What follows belongs to an exercise in optimizing a design on an open flow for small area and a short achievable clock period; a production flow would make more cautious choices. At most, simulation tests tie the RTL to the original design; equivalence was not proved. The RTL of run 5 was laid out without a check of its function. Power is estimated from default activity; no workload was simulated.

==> flow/design.v (outline; a module is shown in full before it is edited, if it fits) <==
// module glm_mul: 944 lines
// module glm_update_datapath: 73 lines
// module glm_update_lane: 227 lines
module glm_update_datapath
#(
    parameter VALUES_PER_LINE = 4
)
(
    input  logic clk,
    input  logic reset,
    input  logic trigger,
    input  logic [31:0] scalar,
    input  logic [32*VALUES_PER_LINE-1:0] vector,
    input  logic [32*VALUES_PER_LINE-1:0] model,
    output logic [32*VALUES_PER_LINE-1:0] result,
    output logic result_valid
);
  // ...
==> flow/run.sh <==
#!/bin/bash
# synth_recipe.tcl (not shown) runs the flow's synth.tcl, then flattens the netlist and writes it again
# the make line also repeats each setting of config.mk as NAME=value (left out here)
make -C /OpenROAD-flow-scripts/flow DESIGN_CONFIG=/design/flow/config.mk WORK_HOME=/design/flow/orfs CLKGATE_MAP_FILE= SYNTH_SCRIPT=/design/flow/synth_recipe.tcl finish
==> flow/config.mk <==
export PLATFORM = sky130hd
export DESIGN_NAME = glm_update_datapath
export DESIGN_NICKNAME = glm_update_datapath
export VERILOG_FILES = /design/flow/design.v
export SDC_FILE = /design/flow/constraint.sdc
export NUM_CORES = 4
export LEC_CHECK = 0
export CAP_MARGIN = 20
export CORE_MARGIN = 2
export CORE_UTILIZATION = 55
export SETUP_SLACK_MARGIN = 5
export SLEW_MARGIN = 20
==> flow/constraint.sdc <==
create_clock -name core_clock -period 10.0 [get_ports {clk}]
set_input_delay 2.0000 -clock core_clock [delete_from_list [all_inputs] [get_ports {clk}]]
set_output_delay 2.0000 -clock core_clock [all_outputs]
set_load 0.01 [all_outputs]
==> impl_metrics.json, run 1 <==
{
  "status": "complete, no violations",
  "hold_buffers": 0,
  "ff_latch_area_um2": 49120,
  "nonClkBufAreaFrac": 0.03574,
  "synth_compound_area_frac": 0.1599,
  "cp-start-kind": "register",
  "dominantRegCellSynth": "sky130_fd_sc_hd__dfxtp_1",
  "fin_setup_tns_ps": 0,
  "cp.depth": 9,
  "routedLengthMet1_um": 193100,
  "path_max_fanout": 40,
  "reg2reg_to": "gen_lane[0].lane.c1_x[33]",
  "share_clk_of_total_power": 0.179,
  "htree_num_levels": 5,
  "largest_register_ffs": 189,
  "worst_slack_ps": 5002,
  "worst_setup_path_startpoint": "c0_two[4]",
  "drt_pre_antenna_iters": 9,
  "non_clock_inverter_count": 1650,
  "floorplan.rows": 189,
  "worst_setup_path_end_kind": "register",
  "post_synth_mux_area_share": 0.03165,
  "final-hold-violation-count": 0,
  "synth_cells": 15750,
  "place.port_buffers": 419,
  "numCtsBuffers": 269,
  "globalRouteMet3Util": 0.07957,
  "die_area_um2": 271100,
  "combinationalPower_mw": 31.2,
  "globalRoute.busiestLayer": "met2",
  "drive_above_1_share": 0.05966,
  "n_all_buffers": 617,
  "timing.final.setup_violations": 0,
  "synthDominantAreaCellType": "sky130_fd_sc_hd__dfxtp_1",
  "max_flop_register": "gen_lane.lane.c1_x",
  "clkSlewWorstSetupHoldPaths_ps": 60,
  "min_period_ps": 4998,
  "grt_setup_unrepaired": "no",
  "cp_slowest_cell": "sky130_fd_sc_hd__dfxtp_4",
  "synth_top_cells_by_count": "2446 x sky130_fd_sc_hd__dfxtp_1, 1645 x sky130_fd_sc_hd__inv_1, 1051 x sky130_fd_sc_hd__xnor2_1"
}
==> run 2, diff against run 1 <==
==> flow/flow/run.sh (new file) <==
#!/bin/bash
set -euo pipefail
MARGIN=${MARGIN:-6}
sed -E "s/SETUP_SLACK_MARGIN=[0-9.]+/SETUP_SLACK_MARGIN=${MARGIN}/" standard.sh > standard_margin.sh
bash standard_margin.sh > standard.log 2>&1
==> flow/standard.sh (new file) <==
#!/bin/bash
# synth_recipe.tcl (not shown) runs the flow's synth.tcl, then flattens the netlist and writes it again
# the make line also repeats each setting of config.mk as NAME=value (left out here)
make -C /OpenROAD-flow-scripts/flow DESIGN_CONFIG=/design/flow/config.mk WORK_HOME=/design/flow/orfs CLKGATE_MAP_FILE= SYNTH_SCRIPT=/design/flow/synth_recipe.tcl "${@:-finish}"
removed: flow/run.sh
==> run 2 against run 1 <==
  * Critical path depth is 2 higher
  * Worst setup slack better by 930 ps
  * Largest cell class unchanged
  * Still clean
  * Highest routed layer unchanged
  * Area after synthesis stayed put
==> impl_metrics.json, run 2 <==
{
  "status": "complete, no violations",
  "max_clock_freq_mhz": 245.9,
  "synth_top_cells_by_area": "sky130_fd_sc_hd__dfxtp_1 33%, sky130_fd_sc_hd__fa_1 14%, sky130_fd_sc_hd__ha_1 6.9%",
  "setup_cp_type": "register to register",
  "number_of_nets_in_the_layout": 18000,
  "cp_cell_sequence": "inv_8 -> buf_16 -> xnor2_2 -> fa_2 -> inv_1 -> fa_1 -> fa_1 -> inv_1 -> fa_1 -> inv_1 -> fa_1",
  "route.detailed.drc": 0,
  "postSynthRegisterBits": 2446,
  "cp-start-kind": "register",
  "biggestRegsByFlops": "gen_lane.lane.c1_x: 189 flops, gen_lane.lane.c1_y: 185 flops",
  "fin_setup_tns_ps": 0,
  "drt_first_iter_violations": 13400,
  "path_buf_inv": 5,
  "cp_slowest_cell": "sky130_fd_sc_hd__fa_2",
  "most_common_cell_in_the_netlist": "sky130_fd_sc_hd__dfxtp_1",
  "drive_above_1_share": 0.08482,
  "drv_cap": 0,
  "synth_top_cells_by_count": "2446 x sky130_fd_sc_hd__dfxtp_1, 1645 x sky130_fd_sc_hd__inv_1, 1051 x sky130_fd_sc_hd__xnor2_1",
  "critPathTopFamily": "adder cells",
  "fin_hold_ws_ps": 303.1,
  "min_period_ps": 4066,
  "clk_latency_ps": 910,
  "worst_setup_path_startpoint": "c0_neg[0]",
  "design.portCount": 420,
  "worst_ep_required_time_ps": 10760,
  "post_synth.cell_area_avg_um2": 9.321,
  "floorplan.rows": 189,
  "die-height_um": 520.6,
  "synth-seq-area-share": 0.3336,
  "timing.critical_path.arrival_ps": 4830,
  "dr_total_vias": 119100,
  "worst_slew_margin_rel": 0.2174,
  "dominant_combinational_cell_family_by_area_after_synthesis": "adder cells",
  "cts.root.buffer_cell": "sky130_fd_sc_hd__clkbuf_16",
  "gp_congestion": 0.9456,
  "yosysTopAreaCellShare": 0.3336,
  "ys_warn_count": 2,
  "worst_setup_path_end_kind": "register",
  "dominantRegCellSynth": "sky130_fd_sc_hd__dfxtp_1",
  "synth.distinct_cells": 104,
  "final_global_route_overflow_total": 0,
  "finalMaxSlewViolations": 0,
  "reg2reg_slack_ps": 5930,
  "synth_nets": 17850,
  "leakage_power_nw": 72.36,
  "worst_path_largest_cell_delay_ps": 570,
  "maximum_vdd_ir_drop_mv": 0.3321,
  "numCtsBuffers": 270,
  "grt_first_pass_wirelength_um": 717700,
  "synth_fa_ha_area_frac": 0.2061,
  "ff2ff_path_depth": 11,
  "timing.rr.start": "c0_neg[0]",
  "drt-vias-per-instance": 6.056,
  "final-hold-violation-count": 0,
  "htree_num_levels": 5,
  "tritoncts_num_sinks": 2446,
  "core_region_area_um2": 265300,
  "drt_pre_antenna_iters": 9,
  "place.port_buffers": 419,
  "tritoncts": "yes",
  "detail-route-antenna-nets": 0,
  "asyncSetResetFlopFracSynth": 0,
  "max_flop_register": "gen_lane.lane.c1_x",
  "synth_edf_count": 0,
  "path_max_fanout": 12,
  "post_synth_mux_area_share": 0.03165,
  "nFillCells": 21650,
  "grt_setup_unrepaired": "yes",
  "initial_antenna_violation_count": 39,
  "hpwlAfterDp_um": 313300,
  "power_density_nw_per_um2": 348.9,
  "syn_to_final_growth_pct": 15.28,
  "syn-cell-area_um2": 146800,
  "final_min_period_over_clock_period": 0.4066,
  "synthDominantAreaCellType": "sky130_fd_sc_hd__dfxtp_1",
  "reg2reg_to": "gen_lane[3].lane.c1_x[23]",
  "hold_buffers": 0,
  "tightest_slew_ps": 1168,
  "cts.path.max_buffers": 4,
  "synth_compound_area_frac": 0.1599,
  "die-width_um": 520.6,
  "cp.depth": 11,
  "crit_path_frequent_cell": "sky130_fd_sc_hd__fa_1",
  "grt_pass1_vias": 118000,
  "clkSlewWorstSetupHoldPaths_ps": 60,
  "xor_and_xnor_area_share_after_synthesis": 0.09743,
  "routed_wl_um": 484500,
  "commonest_non_fill_non_tap_cell_in_the_layout": "sky130_fd_sc_hd__dfxtp_1",
  "final_cell_mix": "2392 x sky130_fd_sc_hd__dfxtp_1, 1637 x sky130_fd_sc_hd__inv_1, 1032 x sky130_fd_sc_hd__xnor2_1",
  "die_area_um2": 271100,
  "worst_setup_endpoint": "gen_lane[3].lane.c1_x[23]",
  "grt_max_degree": 98,
  "initial_core_util": 0.5533,
  "average_wire_length_per_cell_after_detail_routing_um": 24.64,
  "post_synth_and_or_nand_nor_area_fraction": 0.1026,
  "timing.final.setup_violations": 0,
  "synth_cells": 15750,
  "gr-usage-all-layers": 0.3400,
  "min-delay-path-class": "register to register",
  "largest_register_ffs": 189,
  "worst_case_clock_skew_ps": 43.35
}
run 2: layer usage:
layer | share of wire | track usage | vias up
li1 | - | - | 53590
met1 | 0.40 | 0.4549 | 57170
met2 | 0.42 | 0.5121 | 6602
met3 | 0.11 | 0.08522 | 1679
met4 | 0.063 | 0.1674 | 12
met5 | 0.00033 | 0.001229 | -
run 2: worst min path at each step:
stage	endpoint	from	cells after the start	slack (ps)
detailed placement	gen_lane[0].lane.c2_m[25]	gen_lane[0].lane.c1_m[25]	0	310
floorplan	gen_lane[0].lane.c1_m[0]	gen_lane[0].lane.c0_m[0]	0	310
global route	gen_lane[2].lane.c2_inf	gen_lane[2].lane.c1_inf	0	310
finish	gen_lane[2].lane.c2_inf	gen_lane[2].lane.c1_inf	0	300
global placement	gen_lane[3].lane.c1_m[18]	gen_lane[3].lane.c0_m[18]	0	310
CTS	gen_lane[2].lane.c2_inf	gen_lane[2].lane.c1_inf	0	310
run 2: where the power goes:
part           switching (mW)  internal (mW)
combinational            18.9           13.4
sequential               2.68           13.5
clock                    4.22           6.35
run 2: area by class of cell:
| cell class | count | area, µm² | area share |
|---|---|---|---|
| Clock buffer | 356 | 7684 | 0.04540 |
| Timing Repair Buffer | 873 | 10950 | 0.06468 |
| Tap cell | 3533 | 4420 | 0.02612 |
| Antenna cell | 21 | 52.55 | 0.0003105 |
| Timing Repair inverter | 2 | 22.52 | 0.0001331 |
| Inverter | 1650 | 6279 | 0.03710 |
| Sequential cell | 2446 | 49150 | 0.2905 |
| Multi-Input combinational cell | 10650 | 88870 | 0.5251 |
| Clock inverter | 130 | 1808 | 0.01068 |
run 2: metrics by stage:
step	setup slack (ps)	area, µm²	cells	utilization	total power, mW
after global placement	4633	153300	18900	0.5779	46.12
after detailed placement	4542	153400	18900	0.5780	47.00
after floorplan	5997	147000	15750	-	37.64
after global routing	5879	169200	19650	0.6377	63.88
after CTS	5903	166100	19520	0.6260	58.23
final	5934	169200	19660	0.6378	59.05
run 2: kinds of logic after synthesis:
group	Yosys count
xor gates and xnor gates	1633
buffers and inverters	2658
DFF	2446
AOI/OAI and AO/OA	3573
muxes	444
and+or+nand+nor	3183
adders and majority gates	1813
run 2: what timing repair did:
item | 4_1_cts | 5_1_grt
endpoints found under the hold margin | 0 | 0
pin swaps | 8 | 69
buffers inserted | 119 | 82
endpoints found under the setup margin | 451 | 347
resized for setup | 263 | 330
gates cloned | 17 | 36
==> run 3, diff against run 2 <==
==> flow/flow/run.sh (replaced) <==
#!/bin/bash
set -euo pipefail
MARGIN=${MARGIN:-6}
CTS="-sink_clustering_enable -repair_clock_nets -dont_use_dummy_load -buf_list sky130_fd_sc_hd__clkbuf_4"
sed -E "s/SETUP_SLACK_MARGIN=[0-9.]+/SETUP_SLACK_MARGIN=${MARGIN} CTS_ARGS='${CTS}'/" standard.sh > standard_margin.sh
bash standard_margin.sh > standard.log 2>&1
==> run 3 against run 2 <==
  * Highest routed layer unchanged
  * Core utilization fell by 1.3 points
  * Total power fell by 7.1%
  * Area after synthesis did not move
  * Global-route usage rose by 0.12 points
  * Still clean on timing, DRC and antenna
  * Clock skew rose by 150 ps
==> impl_metrics.json, run 3 <==
{
  "status": "complete, no violations",
  "worst_setup_path_end_kind": "register",
  "gr-usage-all-layers": 0.3411,
  "die_area_um2": 271100,
  "tightest_slew_ps": 1201,
  "worst_slew_margin_rel": 0.1955,
  "cts.root.buffer_cell": "sky130_fd_sc_hd__clkbuf_4",
  "crit_path_frequent_cell": "sky130_fd_sc_hd__fa_1",
  "grt_first_pass_wirelength_um": 719900,
  "clk_latency_ps": 1610,
  "post-place-cells": 18900,
  "synth_compound_area_frac": 0.1599,
  "final_cell_count_no_fill": 19880,
  "synthDominantAreaCellType": "sky130_fd_sc_hd__dfxtp_1",
  "number_of_nets_in_the_layout": 18430,
  "hpwlAfterDp_um": 313300,
  "syn-cell-area_um2": 146800,
  "worst_ep_required_time_ps": 11350,
  "ys_warn_count": 2,
  "max_clock_freq_mhz": 243.8,
  "commonest_non_fill_non_tap_cell_in_the_layout": "sky130_fd_sc_hd__dfxtp_1",
  "place.port_buffers": 419,
  "cts.path.max_buffers": 4,
  "min-delay-path-class": "register to register",
  "core_region_area_um2": 265300,
  "power.switching_fraction": 0.4586,
  "synth-seq-area-share": 0.3336,
  "tritoncts": "yes",
  "final_min_period_over_clock_period": 0.4101,
  "hold_buffers": 0,
  "share_clk_of_total_power": 0.117,
  "final_cell_mix": "2325 x sky130_fd_sc_hd__dfxtp_1, 1630 x sky130_fd_sc_hd__inv_1, 1028 x sky130_fd_sc_hd__xnor2_1",
  "final_global_route_overflow_total": 0,
  "drv_cap": 0,
  "synth_top_cells_by_area": "sky130_fd_sc_hd__dfxtp_1 33%, sky130_fd_sc_hd__fa_1 14%, sky130_fd_sc_hd__ha_1 6.9%",
  "htree_num_levels": 6,
  "grt_use_met2": 0.5114,
  "timing.final.setup_violations": 0,
  "route.detailed.drc": 0,
  "clkSlewWorstSetupHoldPaths_ps": 70,
  "drt_first_iter_violations": 12900,
  "hold_path_startpoint": "gen_lane[0].lane.c5_exp[4]",
  "post_synth_and_or_nand_nor_area_fraction": 0.1026,
  "xor_and_xnor_area_share_after_synthesis": 0.09743,
  "dr_total_vias": 121200,
  "power_consumption_mw": 54.88,
  "biggestRegsByFlops": "gen_lane.lane.c1_x: 189 flops, gen_lane.lane.c1_y: 185 flops",
  "tritoncts_num_sinks": 2446,
  "asyncSetResetFlopFracSynth": 0,
  "worst_case_clock_skew_ps": 191.5,
  "most_common_cell_in_the_netlist": "sky130_fd_sc_hd__dfxtp_1",
  "design.portCount": 420,
  "max_flop_register": "gen_lane.lane.c1_x",
  "timing.rr.start": "c0_two[7]",
  "path_buf_inv": 6,
  "largest_register_ffs": 189,
  "path_max_fanout": 11,
  "cell_internal_pwr_mw": 29.71,
  "synth_cells": 15750,
  "leakage_power_nw": 71.44,
  "yosysTopAreaCellShare": 0.3336,
  "placed_cell_area_um2": 153400,
  "cp_slowest_cell": "sky130_fd_sc_hd__fa_1",
  "drt-vias-per-instance": 6.097,
  "drt_pre_antenna_iters": 10,
  "floorplan.rows": 189,
  "globalRoute.busiestLayer": "met2",
  "initial_core_util": 0.5533,
  "initial_antenna_violation_count": 40,
  "post_synth_mux_area_share": 0.03165,
  "post_synth.cell_area_avg_um2": 9.321,
  "syn_to_final_growth_pct": 12.90,
  "detail-route-antenna-nets": 0,
  "maximum_vdd_ir_drop_mv": 0.2507,
  "nFillCells": 22250,
  "synth_edf_count": 0,
  "p_sw_mw": 25.17,
  "grt_max_degree": 98,
  "cp_cell_sequence": "buf_4 -> buf_4 -> clkbuf_16 -> a22oi_1 -> xnor2_1 -> fa_1 -> inv_1 -> fa_1 -> inv_1 -> fa_1 -> fa_1 -> inv_1 -> fa_1",
  "synth_nets": 17850,
  "postSynthRegisterBits": 2446,
  "power_frac_seq": 0.295,
  "routed_wl_um": 489800,
  "synth_fa_ha_area_frac": 0.2061,
  "worst_slack_ps": 5899,
  "die-width_um": 520.6,
  "fin_area_um2": 165700,
  "synth_top_cells_by_count": "2446 x sky130_fd_sc_hd__dfxtp_1, 1645 x sky130_fd_sc_hd__inv_1, 1051 x sky130_fd_sc_hd__xnor2_1",
  "final-hold-violation-count": 0,
  "critPathTopFamily": "adder cells",
  "worst_setup_path_startpoint": "c0_two[7]",
  "groute.layer.met1.usage": 0.4480,
  "grt_setup_unrepaired": "yes",
  "die-height_um": 520.6,
  "finalMaxSlewViolations": 0,
  "average_wire_length_per_cell_after_detail_routing_um": 24.65,
  "timing.critical_path.arrival_ps": 5450,
  "post-place-ws_ps": 4542,
  "worst_path_largest_cell_delay_ps": 560,
  "power_density_nw_per_um2": 331.1,
  "gp_congestion": 0.9456,
  "globalRouteMet3Util": 0.09777,
  "final_core_utilization": 0.6247,
  "dominantRegCellSynth": "sky130_fd_sc_hd__dfxtp_1",
  "cp-start-kind": "register",
  "setup_cp_type": "register to register",
  "share_comb_of_total_power": 0.588,
  "grt_pass1_vias": 120300,
  "fin_hold_ws_ps": 198.0,
  "dominant_combinational_cell_family_by_area_after_synthesis": "adder cells",
  "synth.distinct_cells": 104,
  "fin_setup_tns_ps": 0,
  "min_period_ps": 4101,
  "numCtsBuffers": 634,
  "drive_above_1_share": 0.1154
}
[run 3: worst paths after layout]
path | endpoint | slack, ps | cells after the start
worst max-delay path | gen_lane[2].lane.c1_x[31] | 5900 | 13
worst min-delay path | gen_lane[0].lane.c6_exp[4] | 200 | 0
worst min register to register | gen_lane[0].lane.c6_exp[4] | 200 | 0
worst max register to register | gen_lane[2].lane.c1_x[31] | 5900 | 13
[run 3: kinds of logic after synthesis]
| kind of cell | count (synthesis) |
|---|---|
| AOI/OAI and AO/OA | 3573 |
| and+or+nand+nor | 3183 |
| buffers and inverters | 2658 |
| DFF | 2446 |
| adders and majority gates | 1813 |
| xor gates and xnor gates | 1633 |
| muxes | 444 |
[run 3: cell type report]
class / instances / area, µm² / area share
Timing Repair Buffer: 943 / 11780 / 0.07104
Antenna cell: 19 / 47.55 / 0.0002869
Tap cell: 3533 / 4420 / 0.02667
Sequential cell: 2446 / 49260 / 0.2972
Inverter: 1650 / 6279 / 0.03788
Clock buffer: 634 / 4760 / 0.02872
Timing Repair inverter: 2 / 22.52 / 0.0001359
Multi-Input combinational cell: 10650 / 89180 / 0.5381
[run 3: layer usage]
metal | vias up | share of wire
met5 | - | 0.00034
met4 | 18 | 0.065
met3 | 1874 | 0.12
met2 | 7005 | 0.42
met1 | 57880 | 0.40
li1 | 54400 | -
[run 3: power groups by stage]
stage          clock (mW)  combinational, mW  sequential, mW
4_1_cts              6.67               31.2            16.1
3_3_place_gp            0               29.8            16.3
2_1_floorplan           0               22.5            15.1
6_report             6.43               32.2            16.2
5_1_grt              7.11               36.2            16.5
3_5_place_dp            0               30.6            16.4
[run 3: repair_timing]
| item | 4_1_cts | 5_1_grt |
|---|---|---|
| resized for setup | 905 | 446 |
| pin swaps | 12 | 144 |
| endpoints found under the setup margin | 575 | 438 |
| gates cloned | 19 | 50 |
| setup buffers | 124 | 131 |
[run 3: worst register-to-register path: stages, from the launching register on]
cell and delay (ps):
sky130_fd_sc_hd__dfxtp_4 350, sky130_fd_sc_hd__buf_4 150, sky130_fd_sc_hd__buf_4 180, sky130_fd_sc_hd__clkbuf_16 220, sky130_fd_sc_hd__a22oi_1 210, sky130_fd_sc_hd__xnor2_1 120
sky130_fd_sc_hd__fa_1 530, sky130_fd_sc_hd__inv_1 60, sky130_fd_sc_hd__fa_1 500, sky130_fd_sc_hd__inv_1 60, sky130_fd_sc_hd__fa_1 500, sky130_fd_sc_hd__fa_1 560
sky130_fd_sc_hd__inv_1 60, sky130_fd_sc_hd__fa_1 440
==> run 4, diff against run 3 <==
==> flow/flow/run.sh (replaced) <==
#!/bin/bash
set -euo pipefail
MARGIN=${MARGIN:-6}
CTS="-sink_clustering_enable -repair_clock_nets -dont_use_dummy_load"
PORTS="-buffer_cell sky130_fd_sc_hd__buf_1"
sed -E "s/SETUP_SLACK_MARGIN=[0-9.]+/SETUP_SLACK_MARGIN=${MARGIN} CTS_ARGS='${CTS}' BUFFER_PORTS_ARGS='${PORTS}'/" standard.sh > standard_margin.sh
bash standard_margin.sh > standard.log 2>&1
==> run 4 against run 3 <==
  * Area after synthesis did not move
  * Maximum frequency rose by 0.38%
  * Combinational power barely moved
  * Clock power rose by 29%
  * Design area fell by 0.31%
  * Routed wire length rose by 0.24%
  * Non-clock buffer count rose by 9
  * Sequential cell count did not move
  * First-iteration DRC count rose by 5.1%
  * Largest cell class unchanged
==> impl_metrics.json, run 4 <==
{
  "largest_register_ffs": 189,
  "timing.final.setup_violations": 0,
  "synth_cells": 15750,
  "worst_case_clock_skew_ps": 99.12,
  "grt_max_degree": 82,
  "drv_cap": 0,
  "clk_latency_ps": 930,
  "drt-vias-per-instance": 6.140,
  "initial_core_util": 0.5533,
  "most_common_cell_in_the_netlist": "sky130_fd_sc_hd__dfxtp_1",
  "clkSlewWorstSetupHoldPaths_ps": 60,
  "detail-route-antenna-nets": 0,
  "numCtsBuffers": 266,
  "worst_slew_margin_rel": 0.2026,
  "synth_edf_count": 0,
  "finalMaxSlewViolations": 0,
  "timing.critical_path.arrival_ps": 4820,
  "htree_num_levels": 5,
  "grt_first_pass_wirelength_um": 714800,
  "number_of_nets_in_the_layout": 18070,
  "dr_total_vias": 119800,
  "yosysTopAreaCellShare": 0.3336,
  "cp_cell_sequence": "buf_12 -> clkbuf_16 -> buf_4 -> a22oi_1 -> xnor2_1 -> ha_1 -> inv_1 -> fa_1 -> fa_1 -> fa_1 -> inv_1 -> fa_1",
  "cp-start-kind": "register",
  "final_cell_mix": "2389 x sky130_fd_sc_hd__dfxtp_1, 1634 x sky130_fd_sc_hd__inv_1, 1033 x sky130_fd_sc_hd__xnor2_1",
  "syn-cell-area_um2": 146800,
  "commonest_non_fill_non_tap_cell_in_the_layout": "sky130_fd_sc_hd__dfxtp_1",
  "crit_path_frequent_cell": "sky130_fd_sc_hd__fa_1",
  "biggestRegsByFlops": "gen_lane.lane.c1_x: 189 flops, gen_lane.lane.c1_y: 185 flops",
  "min_period_ps": 4086,
  "max_flop_register": "gen_lane.lane.c1_x",
  "path_max_fanout": 7,
  "die-height_um": 520.6,
  "design.portCount": 420,
  "average_wire_length_per_cell_after_detail_routing_um": 25.16,
  "worst_slack_ps": 5914,
  "nFillCells": 22230,
  "drt_pre_antenna_iters": 10,
  "postSynthRegisterBits": 2446,
  "power_density_nw_per_um2": 341.4,
  "worst_ep_required_time_ps": 10730,
  "dominantRegCellSynth": "sky130_fd_sc_hd__dfxtp_1",
  "grt_setup_unrepaired": "yes",
  "core_region_area_um2": 265300,
  "footprint_of_the_multi_input_gates_um2": 89020,
  "post_synth_mux_area_share": 0.03165,
  "gr-usage-all-layers": 0.3392,
  "cp_slowest_cell": "sky130_fd_sc_hd__fa_1",
  "final_min_period_over_clock_period": 0.4086,
  "gp_congestion": 0.9686,
  "min-delay-path-class": "register to register",
  "status": "complete, no violations",
  "xor_and_xnor_area_share_after_synthesis": 0.09743,
  "synth_compound_area_frac": 0.1599,
  "max_clock_freq_mhz": 244.8,
  "grt_pass1_vias": 117900,
  "place.port_buffers": 419,
  "maximum_vdd_ir_drop_mv": 0.3299,
  "worst_path_largest_cell_delay_ps": 560,
  "dominant_combinational_cell_family_by_area_after_synthesis": "adder cells",
  "tritoncts_num_sinks": 2446,
  "fin_setup_tns_ps": 0,
  "die-width_um": 520.6,
  "syn_to_final_growth_pct": 12.55,
  "worst_setup_path_end_kind": "register",
  "tightest_slew_ps": 1195,
  "hold_buffers": 0,
  "setup_cp_type": "register to register",
  "drive_above_1_share": 0.08094,
  "floorplan.rows": 189,
  "synth_nets": 17850,
  "hpwlAfterDp_um": 311600,
  "route.detailed.drc": 0,
  "initial_antenna_violation_count": 51,
  "ys_warn_count": 2,
  "synth_top_cells_by_area": "sky130_fd_sc_hd__dfxtp_1 33%, sky130_fd_sc_hd__fa_1 14%, sky130_fd_sc_hd__ha_1 6.9%",
  "drt_first_iter_violations": 13560,
  "post-place-ws_ps": 4517,
  "synth_fa_ha_area_frac": 0.2061,
  "cts.root.buffer_cell": "sky130_fd_sc_hd__clkbuf_16",
  "routed_wl_um": 491000,
  "ff2ff_path_depth": 12,
  "cts.path.max_buffers": 4,
  "synthDominantAreaCellType": "sky130_fd_sc_hd__dfxtp_1",
  "asyncSetResetFlopFracSynth": 0,
  "synth_top_cells_by_count": "2446 x sky130_fd_sc_hd__dfxtp_1, 1645 x sky130_fd_sc_hd__inv_1, 1051 x sky130_fd_sc_hd__xnor2_1",
  "ff_latch_area_um2": 49180,
  "leakage_power_nw": 70.56,
  "hold_path_depth": 0,
  "final_global_route_overflow_total": 0,
  "post_synth.cell_area_avg_um2": 9.321,
  "final-hold-violation-count": 0,
  "synth.distinct_cells": 104,
  "die_area_um2": 271100,
  "post_synth_and_or_nand_nor_area_fraction": 0.1026,
  "synth-seq-area-share": 0.3336,
  "tritoncts": "yes",
  "reg2reg_slack_ps": 5910
}
[run 4: cell counts after synthesis]
No cell type changed its count.
[run 4: cell type report]
cell class,count,share of cell area
Antenna cell,22,0.0003332
Clock buffer,266,0.04029
Inverter,1650,0.03791
Multi-Input combinational cell,10650,0.5388
Sequential cell,2446,0.2976
Tap cell,3533,0.02675
Timing Repair Buffer,952,0.05826
Timing Repair inverter,1,0.00006815
[run 4: final timing paths]
check | to | startpoint
setup / recovery | gen_lane[3].lane.c1_x[32] | c0_two[8]
setup reg to reg | gen_lane[3].lane.c1_x[32] | c0_two[8]
hold reg to reg | gen_lane[2].lane.c2_m[27] | gen_lane[2].lane.c1_m[27]
hold / removal | gen_lane[2].lane.c2_m[27] | gen_lane[2].lane.c1_m[27]
[run 4: where the power goes]
group	internal (mW)	switching (mW)
clock network	4.66	3.63
logic	13.1	18.8
registers	13.5	2.72
total	31.2	25.2
[run 4: cells by family after synthesis]
| family | after synthesis |
|---|---|
| AOI/OAI and AO/OA | 3573 |
| DFF | 2446 |
| muxes | 444 |
| buffers and inverters | 2658 |
| and+or+nand+nor | 3183 |
| xor gates and xnor gates | 1633 |
| adders and majority gates | 1813 |
[run 4: what timing repair did]
item / CTS / global route
gates cloned: 24 / 54
pin swaps: 10 / 136
resized for setup: 275 / 377
buffers inserted: 115 / 143
setup endpoints to repair: 451 / 298
hold endpoints to repair: 0 / 0
[run 4: worst max-delay path, delay by kind of cell, from the launching register on]
kind / cells / cell delay (ps)
AOI/OAI and AO/OA: 1 / 370
DFF: 1 / 430
adders and majority gates: 5 / 2290
xor gates and xnor gates: 1 / 130
buffers and inverters: 5 / 690
[run 4: per-layer routing]
metal / part of all wire / GRT usage
met2: 0.42 / 0.5124
met1: 0.40 / 0.4502
met3: 0.11 / 0.08200
met4: 0.068 / 0.1787
met5: 0.00048 / 0
[run 4: stage by stage]
stage | area, µm² | hold WS (ps) | total power [mW] | utilization | cells
2_1_floorplan | 147000 | 309.6 | 37.64 | - | 15750
3_3_place_gp | 150700 | 309.6 | 45.67 | 0.5680 | 18890
3_5_place_dp | 150700 | 312.1 | 46.46 | 0.5680 | 18890
4_1_cts | 160800 | 297.9 | 55.45 | 0.6062 | 19300
5_1_grt | 165200 | 298.7 | 61.18 | 0.6226 | 19500
6_report | 165200 | 294.3 | 56.41 | 0.6227 | 19520
==> module glm_update_datapath, before the edit <==
module glm_update_datapath
#(
    parameter VALUES_PER_LINE = 4
)
(
    input  logic clk,
    input  logic reset,
    input  logic trigger,
    input  logic [31:0] scalar,
    input  logic [32*VALUES_PER_LINE-1:0] vector,
    input  logic [32*VALUES_PER_LINE-1:0] model,
    output logic [32*VALUES_PER_LINE-1:0] result,
    output logic result_valid
);
    localparam LAT = 9;
    logic [LAT-1:0] valid;
    always_ff @(posedge clk)
    begin
        if (reset)
            valid <= '0;
        else
            valid <= {valid[LAT-2:0], trigger};
    end
    assign result_valid = valid[LAT-1];
    wire [25:0] bm = {2'b00, 1'b1, scalar[22:0]};
    logic [12:0] enc_one, enc_two, enc_neg;
    always_comb
    begin
        for (int j = 0; j < 13; j++)
        begin
            logic b1, b0, bl;
            b1 = bm[2*j+1];
            b0 = bm[2*j];
            bl = (j > 0) ? bm[2*j-1] : 1'b0;
            enc_one[j] = b0 ^ bl;
            enc_two[j] = (b1 & ~b0 & ~bl) | (~b1 & b0 & bl);
            enc_neg[j] = b1;
        end
    end
    logic [12:0] c0_one, c0_two, c0_neg;
    logic        c0_sa, c0_za, c0_ia, c0_na;
    logic [7:0]  c0_ea;
    always_ff @(posedge clk)
    begin
        c0_one <= enc_one;
        c0_two <= enc_two;
        c0_neg <= enc_neg;
        c0_sa  <= scalar[31];
        c0_ea  <= scalar[30:23];
        c0_za  <= (scalar[30:23] == 8'd0);
        c0_ia  <= (scalar[30:23] == 8'hFF) && (scalar[22:0] == 23'd0);
        c0_na  <= (scalar[30:23] == 8'hFF) && (scalar[22:0] != 23'd0);
    end
    genvar i;
    generate
        for (i = 0; i < VALUES_PER_LINE; i = i + 1)
        begin: gen_lane
            glm_update_lane lane (
                .clk(clk),
                .one(c0_one),
                .two(c0_two),
                .neg(c0_neg),
                .sa(c0_sa),
                .ea(c0_ea),
                .za(c0_za),
                .ia(c0_ia),
                .na(c0_na),
                .vector(vector[32*i +: 32]),
                .model(model[32*i +: 32]),
                .result(result[32*i +: 32]));
        end
    endgenerate
endmodule  
==> module glm_update_lane, before the edit <==
module glm_update_lane
(
    input  logic        clk,
    input  logic [12:0] one,
    input  logic [12:0] two,
    input  logic [12:0] neg,
    input  logic        sa,
    input  logic [7:0]  ea,
    input  logic        za,
    input  logic        ia,
    input  logic        na,
    input  logic [31:0] vector,
    input  logic [31:0] model,
    output logic [31:0] result
);
    logic [31:0] c0_b, c0_m;
    always_ff @(posedge clk)
    begin
        c0_b <= vector;
        c0_m <= model;
    end
    wire [31:0] b = c0_b;
    wire       zb = (b[30:23] == 8'd0);
    wire       xb = (b[30:23] == 8'hFF);
    wire       fb = (b[22:0] != 23'd0);
    wire       ib = xb & ~fb;
    wire       nb = xb & fb;
    wire [47:0] px, py;
    glm_mul mul (
        .clk(clk),
        .one(one),
        .two(two),
        .neg(neg),
        .a({1'b1, b[22:0]}),
        .x(px),
        .y(py));
    logic        c1_sign, c1_nan, c1_inf, c1_zero;
    logic [9:0]  c1_exp;
    logic [47:0] c1_x, c1_y;
    logic [31:0] c1_m;
    always_ff @(posedge clk)
    begin
        c1_sign <= sa ^ b[31];
        c1_nan  <= na | nb | (ia & zb) | (za & ib);
        c1_inf  <= ia | ib;
        c1_zero <= za | zb;
        c1_exp  <= {2'b00, ea} + {2'b00, b[30:23]} - 10'd127;
        c1_x    <= px;
        c1_y    <= py;
        c1_m    <= c0_m;
    end
    wire [47:0] prod = c1_x + c1_y;
    wire [9:0]  e_sum = c1_exp;
    wire        e_neg = e_sum[9];
    logic        c2_sign, c2_nan, c2_inf, c2_zero, c2_st;
    logic [7:0]  c2_exp;
    logic [2:0]  c2_ovf, c2_unf;
    logic [25:0] c2_prod;
    logic [31:0] c2_m;
    always_ff @(posedge clk)
    begin
        c2_sign <= c1_sign;
        c2_nan  <= c1_nan;
        c2_inf  <= c1_inf;
        c2_zero <= c1_zero;
        c2_exp  <= e_sum[7:0];
        c2_ovf  <= {!e_neg && (e_sum[8:0] >= 9'd253),
                    !e_neg && (e_sum[8:0] >= 9'd254),
                    !e_neg && (e_sum[8:0] >= 9'd255)};
        c2_unf  <= {e_neg && (e_sum != 10'h3FF),
                    e_neg,
                    e_neg || (e_sum == 10'd0)};
        c2_prod <= prod[47:22];
        c2_st   <= |prod[21:0];
        c2_m    <= c1_m;
    end
    wire        p_top  = c2_prod[25];
    wire [22:0] n_mant = p_top ? c2_prod[24:2] : c2_prod[23:1];
    wire        n_g    = p_top ? c2_prod[1] : c2_prod[0];
    wire        n_st   = (p_top & c2_prod[0]) | c2_st;
    wire        n_all1 = p_top ? (&c2_prod[24:2]) : (&c2_prod[23:1]);
    wire        n_rnd  = n_g & (n_st | n_mant[0]);
    wire        n_cy   = n_rnd & n_all1;
    wire [22:0] r_frac = n_mant + {22'd0, n_rnd};
    wire        t0     = ~p_top & ~n_cy;
    wire        t2     = p_top & n_cy;
    wire        t1     = ~t0 & ~t2;
    wire [7:0]  r_exp  = c2_exp + {6'd0, t2, t1};
    wire        m_ovf  = (t0 & c2_ovf[0]) | (t1 & c2_ovf[1]) | (t2 & c2_ovf[2]);
    wire        m_unf  = (t0 & c2_unf[0]) | (t1 & c2_unf[1]) | (t2 & c2_unf[2]);
    logic [31:0] c3_p, c3_m;
    always_ff @(posedge clk)
    begin
        if (c2_nan)
            c3_p <= 32'h7FC00000;
        else if (c2_inf || (!c2_zero && m_ovf))
            c3_p <= {c2_sign, 8'hFF, 23'd0};
        else if (c2_zero || m_unf)
            c3_p <= {c2_sign, 31'd0};
        else
            c3_p <= {c2_sign, r_exp, r_frac};
        c3_m <= c2_m;
    end
    wire        ua = c3_m[31];
    wire        ub = ~c3_p[31];
    wire [7:0]  ga = c3_m[30:23];
    wire [7:0]  gb = c3_p[30:23];
    wire        wa = (ga == 8'd0);
    wire        wb = (gb == 8'd0);
    wire        xa = (ga == 8'hFF);
    wire        xc = (gb == 8'hFF);
    wire        fa = (c3_m[22:0] != 23'd0);
    wire        fc = (c3_p[22:0] != 23'd0);
    wire        ja = xa & ~fa;
    wire        jb = xc & ~fc;
    wire        ka = xa & fa;
    wire        kb = xc & fc;
    wire        a_big  = c3_m[30:0] >= c3_p[30:0];
    logic        c4_sign, c4_sub, c4_nan, c4_inf, c4_bz, c4_ss, c4_smlz;
    logic [7:0]  c4_exp, c4_diff;
    logic [22:0] c4_big, c4_sml;
    always_ff @(posedge clk)
    begin
        c4_sign <= a_big ? ua : ub;
        c4_sub  <= ua ^ ub;
        c4_nan  <= ka | kb | (ja & jb & (ua != ub));
        c4_inf  <= ja | jb;
        c4_bz   <= wa & wb;
        c4_ss   <= (ja | jb) ? (ja ? ua : ub) : (ua & ub);
        c4_smlz <= a_big ? wb : wa;
        c4_exp  <= a_big ? ga : gb;
        c4_diff <= a_big ? (ga - gb) : (gb - ga);
        c4_big  <= a_big ? c3_m[22:0] : c3_p[22:0];
        c4_sml  <= a_big ? c3_p[22:0] : c3_m[22:0];
    end
    wire [23:0] sml_m   = c4_smlz ? 24'd0 : {1'b1, c4_sml};
    wire        far     = c4_diff > 8'd26;
    wire [4:0]  sh      = far ? 5'd26 : c4_diff[4:0];
    wire [49:0] sml_ext = {sml_m, 26'd0} >> sh;
    wire [26:0] sml_al  = far ? {26'd0, ~c4_smlz} : {sml_ext[49:24], |sml_ext[23:0]};
    logic        c5_sign, c5_sub, c5_nan, c5_inf, c5_bz, c5_ss;
    logic [7:0]  c5_exp;
    logic [22:0] c5_big;
    logic [26:0] c5_sml;
    always_ff @(posedge clk)
    begin
        c5_sign <= c4_sign;
        c5_sub  <= c4_sub;
        c5_nan  <= c4_nan;
        c5_inf  <= c4_inf;
        c5_bz   <= c4_bz;
        c5_ss   <= c4_ss;
        c5_exp  <= c4_exp;
        c5_big  <= c4_big;
        c5_sml  <= sml_al;
    end
    wire [27:0] big27 = {2'b01, c5_big, 3'd0};
    wire [27:0] sum   = c5_sub ? (big27 - {1'b0, c5_sml}) : (big27 + {1'b0, c5_sml});
    logic        c6_sign, c6_nan, c6_inf, c6_bz, c6_ss;
    logic [7:0]  c6_exp;
    logic [27:0] c6_sum;
    always_ff @(posedge clk)
    begin
        c6_sign <= c5_sign;
        c6_nan  <= c5_nan;
        c6_inf  <= c5_inf;
        c6_bz   <= c5_bz;
        c6_ss   <= c5_ss;
        c6_exp  <= c5_exp;
        c6_sum  <= sum;
    end
    wire [31:0] z0 = {c6_sum[26:0], 5'd0};
    wire        l4 = (z0[31:16] == 16'd0);
    wire [31:0] z1 = l4 ? {z0[15:0], 16'd0} : z0;
    wire        l3 = (z1[31:24] == 8'd0);
    wire [31:0] z2 = l3 ? {z1[23:0], 8'd0} : z1;
    wire        l2 = (z2[31:28] == 4'd0);
    wire [31:0] z3 = l2 ? {z2[27:0], 4'd0} : z2;
    wire        l1 = (z3[31:30] == 2'd0);
    wire [31:0] z4 = l1 ? {z3[29:0], 2'd0} : z3;
    wire        l0 = ~z4[31];
    wire [31:0] z5 = l0 ? {z4[30:0], 1'd0} : z4;
    wire [4:0]  lz = {l4, l3, l2, l1, l0};
    wire [26:0] s_mant = c6_sum[27] ? {c6_sum[27:2], c6_sum[1] | c6_sum[0]} : z5[31:5];
    logic        c7_sign, c7_nan, c7_inf, c7_bz, c7_ss, c7_cancel;
    logic [8:0]  c7_exp;
    logic [4:0]  c7_lz;
    logic [26:0] c7_mant;
    always_ff @(posedge clk)
    begin
        c7_sign   <= c6_sign;
        c7_nan    <= c6_nan;
        c7_inf    <= c6_inf;
        c7_bz     <= c6_bz;
        c7_ss     <= c6_ss;
        c7_cancel <= (c6_sum == 28'd0);
        c7_exp    <= {1'b0, c6_exp} + {8'd0, c6_sum[27]};
        c7_lz     <= c6_sum[27] ? 5'd0 : lz;
        c7_mant   <= s_mant;
    end
    wire        rnd   = c7_mant[2] & ((|c7_mant[1:0]) | c7_mant[3]);
    wire        cy    = rnd & (&c7_mant[26:3]);
    wire [22:0] f_fr  = c7_mant[25:3] + {22'd0, rnd};
    wire [9:0]  e1    = {1'b0, c7_exp} - {5'd0, c7_lz};
    wire [7:0]  f_exp = e1[7:0] + {7'd0, cy};
    wire        ovf   = !e1[9] && (cy ? (e1[8:0] >= 9'd254) : (e1[8:0] >= 9'd255));
    wire        unf   = e1[9] || (!cy && (e1 == 10'd0));
    logic [31:0] c8_q;
    always_ff @(posedge clk)
    begin
        if (c7_nan)
            c8_q <= 32'h7FC00000;
        else if (c7_inf)
            c8_q <= {c7_ss, 8'hFF, 23'd0};
        else if (c7_bz)
            c8_q <= {c7_ss, 31'd0};
        else if (c7_cancel)
            c8_q <= 32'd0;
        else if (ovf)
            c8_q <= {c7_sign, 8'hFF, 23'd0};
        else if (unf)
            c8_q <= {c7_sign, 31'd0};
        else
            c8_q <= {c7_sign, f_exp, f_fr};
    end
    assign result = c8_q;
endmodule  
==> run 5, diff against run 4 <==
--- a/flow/design.v
+++ b/flow/design.v
@@ -983,3 +983,2 @@
     end
-    logic [12:0] c0_one, c0_two, c0_neg;
     logic        c0_sa, c0_za, c0_ia, c0_na;
@@ -988,5 +987,2 @@
     begin
-        c0_one <= enc_one;
-        c0_two <= enc_two;
-        c0_neg <= enc_neg;
         c0_sa  <= scalar[31];
@@ -1003,5 +999,5 @@
                 .clk(clk),
-                .one(c0_one),
-                .two(c0_two),
-                .neg(c0_neg),
+                .one(enc_one),
+                .two(enc_two),
+                .neg(enc_neg),
                 .sa(c0_sa),
@@ -1032,7 +1028,12 @@
 );
+    wire        vnz = (vector[30:23] != 8'd0);
     logic [31:0] c0_b, c0_m;
+    logic [12:0] c0_one, c0_two, c0_neg;
     always_ff @(posedge clk)
     begin
-        c0_b <= vector;
-        c0_m <= model;
+        c0_b   <= vector;
+        c0_m   <= model;
+        c0_one <= one & {13{vnz}};
+        c0_two <= two & {13{vnz}};
+        c0_neg <= neg & {13{vnz}};
     end
@@ -1047,5 +1048,5 @@
         .clk(clk),
-        .one(one),
-        .two(two),
-        .neg(neg),
+        .one(c0_one),
+        .two(c0_two),
+        .neg(c0_neg),
         .a({1'b1, b[22:0]}),
==> flow/flow/run.sh (replaced) <==
#!/bin/bash
set -euo pipefail
MARGIN=${MARGIN:-6}
sed -E "s/SETUP_SLACK_MARGIN=[0-9.]+/SETUP_SLACK_MARGIN=${MARGIN}/" standard.sh > standard_margin.sh
bash standard_margin.sh > standard.log 2>&1
==> run 5 against run 4 <==
  * Hold slack better by 9.1 ps
  * Routed wire length down 4.4%
  * Maximum frequency rose by 2.7%
  * Sequential cell count grew 115
  * Clock-buffer cell count grew 100
  * Combinational power increased by 2%
  * Largest power group unchanged
  * Total power increased by 6.4%
  * Sequential power rose by 4%
  * Clock power rose by about 30%
==> impl_metrics.json, run 5 <==
{
  "worst_setup_path_end_kind": "register",
  "min-delay-path-class": "register to register",
  "die-height_um": 529.0,
  "yosysTopAreaCellShare": 0.3382,
  "grt_setup_unrepaired": "yes",
  "hpwlAfterDp_um": 334700,
  "worst_case_clock_skew_ps": 55.91,
  "post-place-ws_ps": 4874,
  "grt_pass1_vias": 120600,
  "post_synth.cell_area_avg_um2": 9.375,
  "final_global_route_overflow_total": 0,
  "htree_num_levels": 5,
  "cts.path.max_buffers": 4,
  "power_density_nw_per_um2": 352.3,
  "clk_latency_ps": 910,
  "drt_first_iter_violations": 12350,
  "worst_slew_margin_rel": 0.2470,
  "tritoncts": "yes",
  "power_consumption_mw": 60.03,
  "fin_area_um2": 170400,
  "worst_ep_required_time_ps": 10770,
  "number_of_nets_in_the_layout": 18330,
  "biggestRegsByFlops": "gen_lane.lane.c1_x: 192 flops, gen_lane.lane.c1_y: 188 flops",
  "core_region_area_um2": 273900,
  "drive_above_1_share": 0.07493,
  "cp_cell_sequence": "buf_4 -> a22oi_1 -> xnor2_1 -> fa_1 -> inv_1 -> fa_1 -> inv_1 -> fa_1 -> inv_1 -> fa_1 -> inv_1 -> fa_1",
  "synth_edf_count": 0,
  "die_area_um2": 279800,
  "finalMaxSlewViolations": 0,
  "commonest_non_fill_non_tap_cell_in_the_layout": "sky130_fd_sc_hd__dfxtp_1",
  "syn_to_final_growth_pct": 12.41,
  "numCtsBuffers": 283,
  "final_cell_mix": "2530 x sky130_fd_sc_hd__dfxtp_1, 1578 x sky130_fd_sc_hd__inv_1, 1182 x sky130_fd_sc_hd__xnor2_1",
  "average_wire_length_per_cell_after_detail_routing_um": 23.41,
  "final_cell_count_no_fill": 20050,
  "synth_top_cells_by_count": "2561 x sky130_fd_sc_hd__dfxtp_1, 1587 x sky130_fd_sc_hd__inv_1, 1193 x sky130_fd_sc_hd__xnor2_1",
  "setup_cp_type": "register to register",
  "fin_setup_tns_ps": 0,
  "timing.final.setup_violations": 0,
  "synth_nets": 18270,
  "gr-usage-all-layers": 0.3262,
  "hold_buffers": 0,
  "cts.root.buffer_cell": "sky130_fd_sc_hd__clkbuf_16",
  "final-hold-violation-count": 0,
  "detail-route-antenna-nets": 0,
  "floorplan.rows": 192,
  "syn-cell-area_um2": 151600,
  "worst_path_largest_cell_delay_ps": 550,
  "status": "complete, no violations",
  "nFillCells": 22900,
  "asyncSetResetFlopFracSynth": 0,
  "ys_warn_count": 2,
  "tightest_slew_ps": 1129,
  "crit_path_frequent_cell": "sky130_fd_sc_hd__fa_1",
  "routed_wl_um": 469500,
  "drt-vias-per-instance": 5.990,
  "die-width_um": 529.0,
  "tritoncts_num_sinks": 2561,
  "cp-start-kind": "register",
  "path_buf_inv": 5,
  "synth-seq-area-share": 0.3382,
  "synth.distinct_cells": 97,
  "grt_max_degree": 105,
  "synth_cells": 16170,
  "grt_first_pass_wirelength_um": 714400,
  "maximum_vdd_ir_drop_mv": 0.2831,
  "worst_slack_ps": 6020,
  "path_max_fanout": 26,
  "leakage_power_nw": 72.74,
  "place.port_buffers": 419,
  "largest_register_ffs": 192,
  "timing.critical_path.arrival_ps": 4750,
  "synthDominantAreaCellType": "sky130_fd_sc_hd__dfxtp_1",
  "design.portCount": 420,
  "cp_slowest_cell": "sky130_fd_sc_hd__fa_1",
  "clkSlewWorstSetupHoldPaths_ps": 60,
  "final_min_period_over_clock_period": 0.3980,
  "synth_top_cells_by_area": "sky130_fd_sc_hd__dfxtp_1 34%, sky130_fd_sc_hd__fa_1 13%, sky130_fd_sc_hd__xnor2_1 6.9%",
  "gp_congestion": 0.9436,
  "initial_core_util": 0.5535,
  "min_period_ps": 3980,
  "dr_total_vias": 120100,
  "post-place-cells": 19450,
  "drt_pre_antenna_iters": 8,
  "critPathTopFamily": "adder cells",
  "route.detailed.drc": 0,
  "max_flop_register": "gen_lane.lane.c1_x",
  "dominantRegCellSynth": "sky130_fd_sc_hd__dfxtp_1",
  "drv_cap": 0,
  "postSynthRegisterBits": 2561,
  "most_common_cell_in_the_netlist": "sky130_fd_sc_hd__dfxtp_1",
  "placed_cell_area_um2": 158600,
  "initial_antenna_violation_count": 18,
  "max_clock_freq_mhz": 251.3
}
## run 5: path summary, 6_finish.rpt
path / endpoint / cells past startpoint / slack, ps / start
setup / recovery: gen_lane[0].lane.c1_x[23] / 12 / 6020 / gen_lane[0].lane.c0_b[13]
hold reg to reg: gen_lane[3].lane.c3_m[0] / 0 / 300 / gen_lane[3].lane.c2_m[0]
setup reg to reg: gen_lane[0].lane.c1_x[23] / 12 / 6020 / gen_lane[0].lane.c0_b[13]
hold / removal: gen_lane[3].lane.c3_m[0] / 0 / 300 / gen_lane[3].lane.c2_m[0]
## run 5: final cells by class
cell class,instances,area [µm²],share of cell area
Antenna cell,8,20.02,0.0001175
Clock buffer,366,7900,0.04636
Clock inverter,138,1808,0.01061
Inverter,1606,6116,0.03589
Multi-Input combinational cell,11000,91020,0.5342
Sequential cell,2561,51340,0.3013
Tap cell,3589,4491,0.02635
Timing Repair Buffer,782,7702,0.04520
## run 5: timing repair
action,4_1_cts,5_1_grt
endpoints found under the setup margin,377,361
cloned,1,2
gates resized for setup,95,258
pin swaps,3,10
setup buffers,33,55
## run 5: stage by stage
stage          utilization  hold slack, ps
2_1_floorplan            -           309.6
3_3_place_gp        0.5790           309.6
3_5_place_dp        0.5790           312.1
4_1_cts             0.6166           280.5
5_1_grt             0.6222           298.3
6_report            0.6222           303.5
## run 5: worst register-to-register path, delay by kind of cell, from the launching register on
family	cells	cell delay (ps)
buffers and inverters	5	620
AO/OA/AOI/OAI	1	250
flip-flops	1	300
adder cells (fa/ha/maj)	5	2460
XOR/XNOR	1	210
## run 5: cells by family after synthesis
family / Yosys count / share of synthesized area
AOI/OAI and AO/OA: 3600 / 0.1583
xor gates and xnor gates: 1761 / 0.1017
adders and majority gates: 1805 / 0.1989
buffers and inverters: 2608 / 0.06508
DFF: 2561 / 0.3382
muxes: 462 / 0.03263
and+or+nand+nor: 3372 / 0.1051
## run 5: routing by layer
metal	vias up	GRT usage	part of all wire	routed length [µm]
li1	54870	-	-	-
met2	6064	0.5065	0.44	206600
met4	20	0.1558	0.053	24810
met3	1408	0.07560	0.095	44650
met1	57760	0.4284	0.41	193300
met5	-	0.001039	0.00035	162
## run 5: where the power goes
| group | total (mW) | leakage (nW) | internal (mW) | switching (mW) |
|---|---|---|---|---|
| sequential | 16.9 | 21.5 | 14.0 | 2.88 |
| combinational | 32.4 | 46.5 | 13.4 | 19.0 |
| clock | 10.8 | 4.74 | 6.34 | 4.45 |
| total | 60.0 | 72.7 | 33.7 | 26.3 |

separate check: timing with driven ports:
In the flow no input, the clock included, has a driving cell. The finished layouts below were timed again as built, in two steps.
Step 1, drivers: a clkbuf_16 drives clk and a buf_2 each remaining input, both assumed.
Step 2 adds t to the input delays and takes it off the output delays; t is the mean of the earliest and latest rising clock arrival at the registers after step 1. Input paths then give back, and output paths get back, about the clock's delay inside the block.
Three values: no drivers, after step 1, after step 2; two values: the first two.
run	t, ns	slack for setup (ns)	worst setup path at the end	slew at the worst register clock pin (ns)	worst slew at a driven data input, ns
run 1	1.002	5.002 / 5.002 / 5.002	register to register	0.07 / 0.07	0.13
run 2	1.007	5.934 / 5.934 / 5.699	input to register	0.07 / 0.07	0.23
run 3	1.590	5.899 / 5.899 / 5.647	input to register	0.07 / 0.07	0.23
run 4	0.988	5.914 / 5.914 / 5.914	register to register	0.07 / 0.07	0.20
run 5	1.003	6.020 / 5.985 / 5.549	input to register	0.07 / 0.07	0.18
After both steps setup and hold are still met in every run listed. The setup slack of run 5, which loses most, moves by -0.035 ns with the drivers and by -0.471 ns with both steps.
